Background: an optimization exercise with open tools, aiming at small area, a short achievable clock period and few clock cycles per item. Do not read the settings as production practice.
At most, simulation tests tie the RTL to the original design; equivalence was not proved.
Power figures rest on the tool's default switching activity, not on a simulated workload.

run a:
==> flow/design.v (excerpt) <==
module multdiv(data_operandA, data_operandB, ctrl_MULT, ctrl_DIV, clock, reset,
               data_result, data_exception, data_resultRDY);
    input [31:0] data_operandA, data_operandB;
    input ctrl_MULT, ctrl_DIV, clock, reset;
    output [31:0] data_result;
    output data_exception, data_resultRDY;
    reg st_first, st_mul, st_div, st_inc, done;
    reg mult, neg, prev, bzero, zres, big;
    reg [4:0] cnt, lA, lB;
    reg [33:0] x, y;
    reg [31:0] z;
    reg s_y, s_2y, sub, cin, azero;
    wire start = ctrl_MULT | ctrl_DIV;
    function [4:0] slen;
        input [30:0] v;
        reg [31:0] w;
        reg [4:0] n;
        begin
            w = {v, 1'b1};
            n[4] = |w[31:16];
            w = n[4] ? {w[31:16], 16'd0} : {w[15:0], 16'd0};
            n[3] = |w[31:24];
            w = n[3] ? w : {w[23:0], 8'd0};
            n[2] = |w[31:28];
            w = n[2] ? w : {w[27:0], 4'd0};
            n[1] = |w[31:30];
            w = n[1] ? w : {w[29:0], 2'd0};
            n[0] = w[31];
            slen = n;
        end
    endfunction
    wire sa = data_operandA[31], sb = data_operandB[31];
    wire [4:0] lA_in = slen(data_operandA[30:0] ^ {31{sa}});
    wire [4:0] lB_in = slen(data_operandB[30:0] ^ {31{sb}});
    wire ys = y[33], zs = z[31];
    wire zlong = mult & (lB > lA);
    wire bz = ~|z;
    wire [5:0] sdiff = ({1'b0, lA} + {5'd0, ys}) - {1'b0, (lB == 5'd0) ? 5'd1 : lB};
    wire dzero = bz | sdiff[5];
    wire [4:0] shamt = mult ? 5'd0 : sdiff[4:0];
    wire [33:0] opb = ({34{s_y}} & y) | ({34{s_2y}} & {y[32:0], 1'b0});
    wire [33:0] ax = azero ? 34'd0 : x;
    wire [33:0] sum = ax + (opb ^ {34{sub}}) + {33'd0, cin};
    wire qbit = ~sum[33];
    wire mswap = st_first & zlong;          
    wire dfirst = st_first & ~mult;
    wire mlast = (&z[31:1]) | ~|z[31:1];
    wire dlast = cnt == 5'd0;
    wire [31:0] qf = {z[30:0], qbit} ^ {32{neg}};
    wire [33:0] zal = {{2{zs}}, z} << shamt;
    wire [33:0] x_nx = (st_div & dlast)    ? {2'b00, qf} : sum;
    wire [33:0] y_nx = start               ? {{2{sa}}, data_operandA} :
  ...
Size: roughly 130 flip-flops, about 0.012 mm2 of cells after synthesis.
==> module multdiv, before the edit <==
module multdiv(data_operandA, data_operandB, ctrl_MULT, ctrl_DIV, clock, reset,
               data_result, data_exception, data_resultRDY);
    input [31:0] data_operandA, data_operandB;
    input ctrl_MULT, ctrl_DIV, clock, reset;
    output [31:0] data_result;
    output data_exception, data_resultRDY;
    reg st_first, st_mul, st_div, st_inc, done;
    reg mult, neg, prev, bzero, zres, big;
    reg [4:0] cnt, lA, lB;
    reg [33:0] x, y;
    reg [31:0] z;
    reg s_y, s_2y, sub, cin, azero;
    wire start = ctrl_MULT | ctrl_DIV;
    function [4:0] slen;
        input [30:0] v;
        reg [31:0] w;
        reg [4:0] n;
        begin
            w = {v, 1'b1};
            n[4] = |w[31:16];
            w = n[4] ? {w[31:16], 16'd0} : {w[15:0], 16'd0};
            n[3] = |w[31:24];
            w = n[3] ? w : {w[23:0], 8'd0};
            n[2] = |w[31:28];
            w = n[2] ? w : {w[27:0], 4'd0};
            n[1] = |w[31:30];
            w = n[1] ? w : {w[29:0], 2'd0};
            n[0] = w[31];
            slen = n;
        end
    endfunction
    wire sa = data_operandA[31], sb = data_operandB[31];
    wire [4:0] lA_in = slen(data_operandA[30:0] ^ {31{sa}});
    wire [4:0] lB_in = slen(data_operandB[30:0] ^ {31{sb}});
    wire ys = y[33], zs = z[31];
    wire zlong = mult & (lB > lA);
    wire bz = ~|z;
    wire [5:0] sdiff = ({1'b0, lA} + {5'd0, ys}) - {1'b0, (lB == 5'd0) ? 5'd1 : lB};
    wire dzero = bz | sdiff[5];
    wire [4:0] shamt = mult ? 5'd0 : sdiff[4:0];
    wire [33:0] opb = ({34{s_y}} & y) | ({34{s_2y}} & {y[32:0], 1'b0});
    wire [33:0] ax = azero ? 34'd0 : x;
    wire [33:0] sum = ax + (opb ^ {34{sub}}) + {33'd0, cin};
    wire qbit = ~sum[33];
    wire mswap = st_first & zlong;          
    wire dfirst = st_first & ~mult;
    wire mlast = (&z[31:1]) | ~|z[31:1];
    wire dlast = cnt == 5'd0;
    wire [31:0] qf = {z[30:0], qbit} ^ {32{neg}};
    wire [33:0] zal = {{2{zs}}, z} << shamt;
    wire [33:0] x_nx = (st_div & dlast)    ? {2'b00, qf} : sum;
    wire [33:0] y_nx = start               ? {{2{sa}}, data_operandA} :
                       st_div              ? {ys, y[33:1]} :
                       (dfirst | mswap)    ? zal : {y[31:0], 2'b00};
    wire [31:0] z_nx = start               ? data_operandB :
                       st_div              ? {z[30:0], qbit} :
                       dfirst              ? 32'd0 :
                       mswap               ? y[31:0] : {{2{zs}}, z[31:2]};
    wire prev_nx = ~start & ~mswap & z[1];
    wire z1n = start ? data_operandB[1] : mswap ? y[1] : z[3];
    wire z0n = start ? data_operandB[0] : mswap ? y[0] : z[2];
    wire pn  = ~start & ~mswap & z[1];
    wire d_one = z0n ^ pn;
    wire d_two = (z1n & ~z0n & ~pn) | (~z1n & z0n & pn);
    wire d_neg = z1n & ~(z0n & pn);
    wire dsub = ~(sum[33] ^ ys);            
    always @(posedge clock) begin
        x <= x_nx;
        y <= y_nx;
        z <= z_nx;
        prev <= prev_nx;
        azero <= start | mswap;
        if (start & ctrl_DIV) begin          
            s_y <= 1'b1; s_2y <= 1'b0; sub <= sa; cin <= sa;
        end else if (dfirst) begin           
            s_y <= 1'b1; s_2y <= 1'b0; sub <= ~zs; cin <= ~zs;
        end else if (st_div & dlast) begin   
            s_y <= 1'b0; s_2y <= 1'b0; sub <= 1'b0; cin <= 1'b1;
        end else if (st_div) begin
            s_y <= 1'b1; s_2y <= 1'b0; sub <= dsub; cin <= dsub;
        end else begin
            s_y <= d_one; s_2y <= d_two; sub <= d_neg; cin <= d_neg;
        end
        if (start) begin
            mult <= ctrl_MULT;
            neg  <= sa ^ sb;
            lA   <= lA_in;
            lB   <= lB_in;
        end
        if (st_first) begin
            big   <= ({1'b0, lA} + {1'b0, lB}) > 6'd33;
            zres  <= dfirst & dzero;
            bzero <= bz;
            cnt   <= sdiff[4:0];
        end else if (st_div)
            cnt <= cnt - 5'd1;
    end
    always @(posedge clock) begin
        if (reset) begin
            st_first <= 1'b0;
            st_mul   <= 1'b0;
            st_div   <= 1'b0;
            st_inc   <= 1'b0;
            done     <= 1'b0;
        end else begin
            st_first <= start;
            st_mul   <= ~start & ((st_first & mult & (zlong | ~mlast)) | (st_mul & ~mlast));
            st_div   <= ~start & ((dfirst & ~dzero) | (st_div & ~dlast));
            st_inc   <= ~start & st_div & dlast & neg;
            done     <= ~start & ((st_first & mult & ~zlong & mlast) | (st_mul & mlast) |
                                  (dfirst & dzero) | (st_div & dlast & ~neg) | st_inc);
        end
    end
    assign data_resultRDY = done;
    assign data_result    = x[31:0] & {32{~zres}};
    assign data_exception = mult ? (big | ~((&x[33:31]) | ~|x[33:31])) : bzero;
endmodule
export LEC_CHECK = 0
export CAP_MARGIN = 20
export CORE_MARGIN = 2
export CORE_UTILIZATION = 40
export SETUP_SLACK_MARGIN = 2.6
export SLEW_MARGIN = 20
create_clock -name core_clock -period 6.0 [get_ports {clock}]
standard.sh (not shown) runs the stock make flow with config.mk's settings and CLKGATE_MAP_FILE= SYNTH_SCRIPT=/design/flow/synth_recipe.tcl, a recipe that flattens the netlist after the stock synthesis.
==> flow/flow/run.sh <==
#!/bin/bash
# Standard layout, with the ports buffered by a small plain buffer instead
# of the delay cell buffer_ports picks by default.
set -euo pipefail
bash standard.sh "BUFFER_PORTS_ARGS=-buffer_cell sky130_fd_sc_hd__buf_2" finish > standard.log 2>&1
Run a ran to completion and came out clean on the timing, design-rule and antenna checks.
Testbench counts of run a, summed over its fixed seeds: cycles 28,877, ops 3,200.
--- input diff run a..run b ---
diff --git a/flow/design.v b/flow/design.v
--- a/flow/design.v
+++ b/flow/design.v
@@ -2,45 +2,39 @@
                data_result, data_exception, data_resultRDY);
     input [31:0] data_operandA, data_operandB;
     input ctrl_MULT, ctrl_DIV, clock, reset;
     output [31:0] data_result;
     output data_exception, data_resultRDY;
     reg st_first, st_mul, st_div, st_inc, done;
-    reg mult, neg, prev, bzero, zres, big;
-    reg [4:0] cnt, lA, lB;
+    reg mult, neg, prev, bzero, zres, big, zlong, dzero;
+    reg [4:0] cnt, shamt;
     reg [33:0] x, y;
     reg [31:0] z;
     reg s_y, s_2y, sub, cin, azero;
     wire start = ctrl_MULT | ctrl_DIV;
-    function [4:0] slen;
-        input [30:0] v;
-        reg [31:0] w;
-        reg [4:0] n;
+    function [5:0] slen;
+        input [31:0] v;
+        reg [31:0] hi;
+        integer i;
         begin
-            w = {v, 1'b1};
-            n[4] = |w[31:16];
-            w = n[4] ? {w[31:16], 16'd0} : {w[15:0], 16'd0};
-            n[3] = |w[31:24];
-            w = n[3] ? w : {w[23:0], 8'd0};
-            n[2] = |w[31:28];
-            w = n[2] ? w : {w[27:0], 4'd0};
-            n[1] = |w[31:30];
-            w = n[1] ? w : {w[29:0], 2'd0};
-            n[0] = w[31];
-            slen = n;
+            hi[31] = 1'b0;
+            for (i = 30; i >= 0; i = i - 1)
+                hi[i] = hi[i+1] | v[i+1];
+            slen = 6'd0;
+            for (i = 0; i < 32; i = i + 1)
+                slen = slen | ((v[i] & ~hi[i]) ? i + 1 : 0);
         end
     endfunction
     wire sa = data_operandA[31], sb = data_operandB[31];
-    wire [4:0] lA_in = slen(data_operandA[30:0] ^ {31{sa}});
-    wire [4:0] lB_in = slen(data_operandB[30:0] ^ {31{sb}});
+    wire [30:0] nA = data_operandA[30:0] ^ {31{sa}};
+    wire [30:0] nB = data_operandB[30:0] ^ {31{sb}};
+    wire [5:0] lA = slen((ctrl_DIV & sa) ? {nA, 1'b1} : {1'b0, nA});
+    wire [5:0] lB = slen({1'b0, nB[30:1], nB[0] | ctrl_DIV});
+    wire bz = ~|data_operandB;
+    wire [5:0] sdiff = lA - lB;
     wire ys = y[33], zs = z[31];
-    wire zlong = mult & (lB > lA);
-    wire bz = ~|z;
-    wire [5:0] sdiff = ({1'b0, lA} + {5'd0, ys}) - {1'b0, (lB == 5'd0) ? 5'd1 : lB};
-    wire dzero = bz | sdiff[5];
-    wire [4:0] shamt = mult ? 5'd0 : sdiff[4:0];
     wire [33:0] opb = ({34{s_y}} & y) | ({34{s_2y}} & {y[32:0], 1'b0});
     wire [33:0] ax = azero ? 34'd0 : x;
     wire [33:0] sum = ax + (opb ^ {34{sub}}) + {33'd0, cin};
     wire qbit = ~sum[33];
     wire mswap = st_first & zlong;          
     wire dfirst = st_first & ~mult;
@@ -79,21 +73,20 @@
         end else if (st_div) begin
             s_y <= 1'b1; s_2y <= 1'b0; sub <= dsub; cin <= dsub;
         end else begin
             s_y <= d_one; s_2y <= d_two; sub <= d_neg; cin <= d_neg;
         end
         if (start) begin
-            mult <= ctrl_MULT;
-            neg  <= sa ^ sb;
-            lA   <= lA_in;
-            lB   <= lB_in;
-        end
-        if (st_first) begin
-            big   <= ({1'b0, lA} + {1'b0, lB}) > 6'd33;
-            zres  <= dfirst & dzero;
+            mult  <= ctrl_MULT;
+            neg   <= sa ^ sb;
+            zlong <= ctrl_MULT & (lB > lA);
+            big   <= (lA + lB) > 6'd33;
+            dzero <= bz | sdiff[5];
+            zres  <= ctrl_DIV & (bz | sdiff[5]);
             bzero <= bz;
+            shamt <= ctrl_MULT ? 5'd0 : sdiff[4:0];
             cnt   <= sdiff[4:0];
         end else if (st_div)
             cnt <= cnt - 5'd1;
     end
     always @(posedge clock) begin
         if (reset) begin
--- outcome ---
In summary, run a completed successfully, with a layout that passed the timing, design-rule and antenna checks.
In summary, run b completed successfully, with a layout that passed the timing, design-rule and antenna checks.
Run b: amount of wire on met3 after detailed routing 18% above run a
Re area taken by flip-flops and latches: run a was higher than run b.
Run b: hold slack 17 ps above run a
Run b vs run a — worst IR drop on VDD dropped by more than a quarter
When run b is measured against run a, its minimum setup slack in the final design turns out 170 ps lower.
Comparing run a and run b, the higher total global routing track utilization is on run b.
Of the two values seen for slowest library cell on the worst path, fa_2 was produced by run a and or3_1 by run b.
The RTL of run b was laid out without a check of its function.

* * *

Setup of main:
Starting RTL as in the previous note.
Settings: LEC_CHECK=0, CAP_MARGIN=20, CORE_MARGIN=2, CORE_UTILIZATION=40, SETUP_SLACK_MARGIN=2.6, SLEW_MARGIN=20; clock period 6.0 ns.
run.sh (not shown) runs the stock make flow with config.mk's settings and CLKGATE_MAP_FILE= SYNTH_SCRIPT=/design/flow/synth_recipe.tcl, a recipe that flattens the netlist after the stock synthesis.
Stock flow here: none of the scripts above is used.
Testbench counts of main, summed over its fixed seeds: cycles 28,877, ops 3,200.
Here is what was changed in the inputs of the feature branch compared with main.
--- a/flow/design.v
+++ b/flow/design.v
@@ -3,42 +3,40 @@
     input [31:0] data_operandA, data_operandB;
     input ctrl_MULT, ctrl_DIV, clock, reset;
     output [31:0] data_result;
     output data_exception, data_resultRDY;
     reg st_first, st_mul, st_div, st_inc, done;
     reg mult, neg, prev, bzero, zres, big;
-    reg [4:0] cnt, lA, lB;
+    reg [4:0] cnt, lB;
+    reg [5:0] lA;
     reg [33:0] x, y;
     reg [31:0] z;
     reg s_y, s_2y, sub, cin, azero;
     wire start = ctrl_MULT | ctrl_DIV;
-    function [4:0] slen;
-        input [30:0] v;
-        reg [31:0] w;
-        reg [4:0] n;
+    function [5:0] slen;
+        input [31:0] v;
+        reg [31:0] hi;
+        integer i;
         begin
-            w = {v, 1'b1};
-            n[4] = |w[31:16];
-            w = n[4] ? {w[31:16], 16'd0} : {w[15:0], 16'd0};
-            n[3] = |w[31:24];
-            w = n[3] ? w : {w[23:0], 8'd0};
-            n[2] = |w[31:28];
-            w = n[2] ? w : {w[27:0], 4'd0};
-            n[1] = |w[31:30];
-            w = n[1] ? w : {w[29:0], 2'd0};
-            n[0] = w[31];
-            slen = n;
+            hi[31] = 1'b0;
+            for (i = 30; i >= 0; i = i - 1)
+                hi[i] = hi[i+1] | v[i+1];
+            slen = 6'd0;
+            for (i = 0; i < 32; i = i + 1)
+                slen = slen | ((v[i] & ~hi[i]) ? i + 1 : 0);
         end
     endfunction
     wire sa = data_operandA[31], sb = data_operandB[31];
-    wire [4:0] lA_in = slen(data_operandA[30:0] ^ {31{sa}});
-    wire [4:0] lB_in = slen(data_operandB[30:0] ^ {31{sb}});
+    wire [30:0] nA = data_operandA[30:0] ^ {31{sa}};
+    wire [30:0] nB = data_operandB[30:0] ^ {31{sb}};
+    wire [5:0] lA_in = slen((ctrl_DIV & sa) ? {nA, 1'b1} : {1'b0, nA});
+    wire [5:0] lB_in = slen({1'b0, nB[30:1], nB[0] | ctrl_DIV});
     wire ys = y[33], zs = z[31];
-    wire zlong = mult & (lB > lA);
+    wire zlong = mult & ({1'b0, lB} > lA);
     wire bz = ~|z;
-    wire [5:0] sdiff = ({1'b0, lA} + {5'd0, ys}) - {1'b0, (lB == 5'd0) ? 5'd1 : lB};
+    wire [5:0] sdiff = lA - {1'b0, lB};
     wire dzero = bz | sdiff[5];
     wire [4:0] shamt = mult ? 5'd0 : sdiff[4:0];
     wire [33:0] opb = ({34{s_y}} & y) | ({34{s_2y}} & {y[32:0], 1'b0});
     wire [33:0] ax = azero ? 34'd0 : x;
     wire [33:0] sum = ax + (opb ^ {34{sub}}) + {33'd0, cin};
     wire qbit = ~sum[33];
@@ -82,16 +80,16 @@
             s_y <= d_one; s_2y <= d_two; sub <= d_neg; cin <= d_neg;
         end
         if (start) begin
             mult <= ctrl_MULT;
             neg  <= sa ^ sb;
             lA   <= lA_in;
-            lB   <= lB_in;
+            lB   <= lB_in[4:0];
         end
         if (st_first) begin
-            big   <= ({1'b0, lA} + {1'b0, lB}) > 6'd33;
+            big   <= (lA + {1'b0, lB}) > 6'd33;
             zres  <= dfirst & dzero;
             bzero <= bz;
             cnt   <= sdiff[4:0];
         end else if (st_div)
             cnt <= cnt - 5'd1;
     end
==> comparison <==
The data arrival at the endpoint of the critical path in the feature branch was higher than what main gave. The feature branch — clock network fraction of total power 2.9 points higher, main as reference. Note that the post-layout total power recorded for main amounts to 1.13 times the value seen in the feature branch. Side by side, adder and majority cell fraction of the synthesized area turned out lower in the feature branch than in main. Cell area | the feature branch vs main | the feature branch smaller. Stage delay of the slowest cell on the critical path, the feature branch and main: lower on the feature branch. | final-layout clock-cell area share | the feature branch vs main | 0.28 points higher |. Fraction of final layout cells with drive strength greater than 1 in the feature branch is 8.2 points lower than in main. Compared with main, the feature branch shows a fraction of synthesized area in multiplexers that is 0.67 points lower. On area added between synthesis and finish: the feature branch sits below main. Changes observed in the feature branch relative to main: combinational power saw a decrease, die area saw little to no change.
Testbench counts of the feature branch, summed over its fixed seeds: cycles 28,877, ops 3,200.

==> what the ideal ports hide <==
Ports are ideal in the flow. The routed layouts listed here were re-timed in OpenROAD. Step 1 assumes that a clkbuf_16 drives the clock port and a buf_2 every other input. Step 2 times the ports against the registers' clock, not the clock port: input delays grow and output delays shrink by t, the midpoint of the rising clock arrivals with the driver on. Slacks: no drivers / after step 1 / after step 2; pairs: no drivers / after step 1.
run	t (ns)	setup slack, ns	worst slew at a driven data input, ns	cell pins on the clock port's net
run a	0.479	2.327 / 2.327 / 2.085	0.06	1
run b	0.475	2.154 / 1.987 / 1.512	0.24	1
main	0.480	2.440 / 2.440 / 2.021	0.05	1
the feature branch	0.478	2.517 / 2.517 / 2.266	0.04	1
After both steps every run listed still meets setup and hold. The setup slack of run b, which loses most, moves by -0.167 ns with the drivers and by -0.642 ns with both steps.
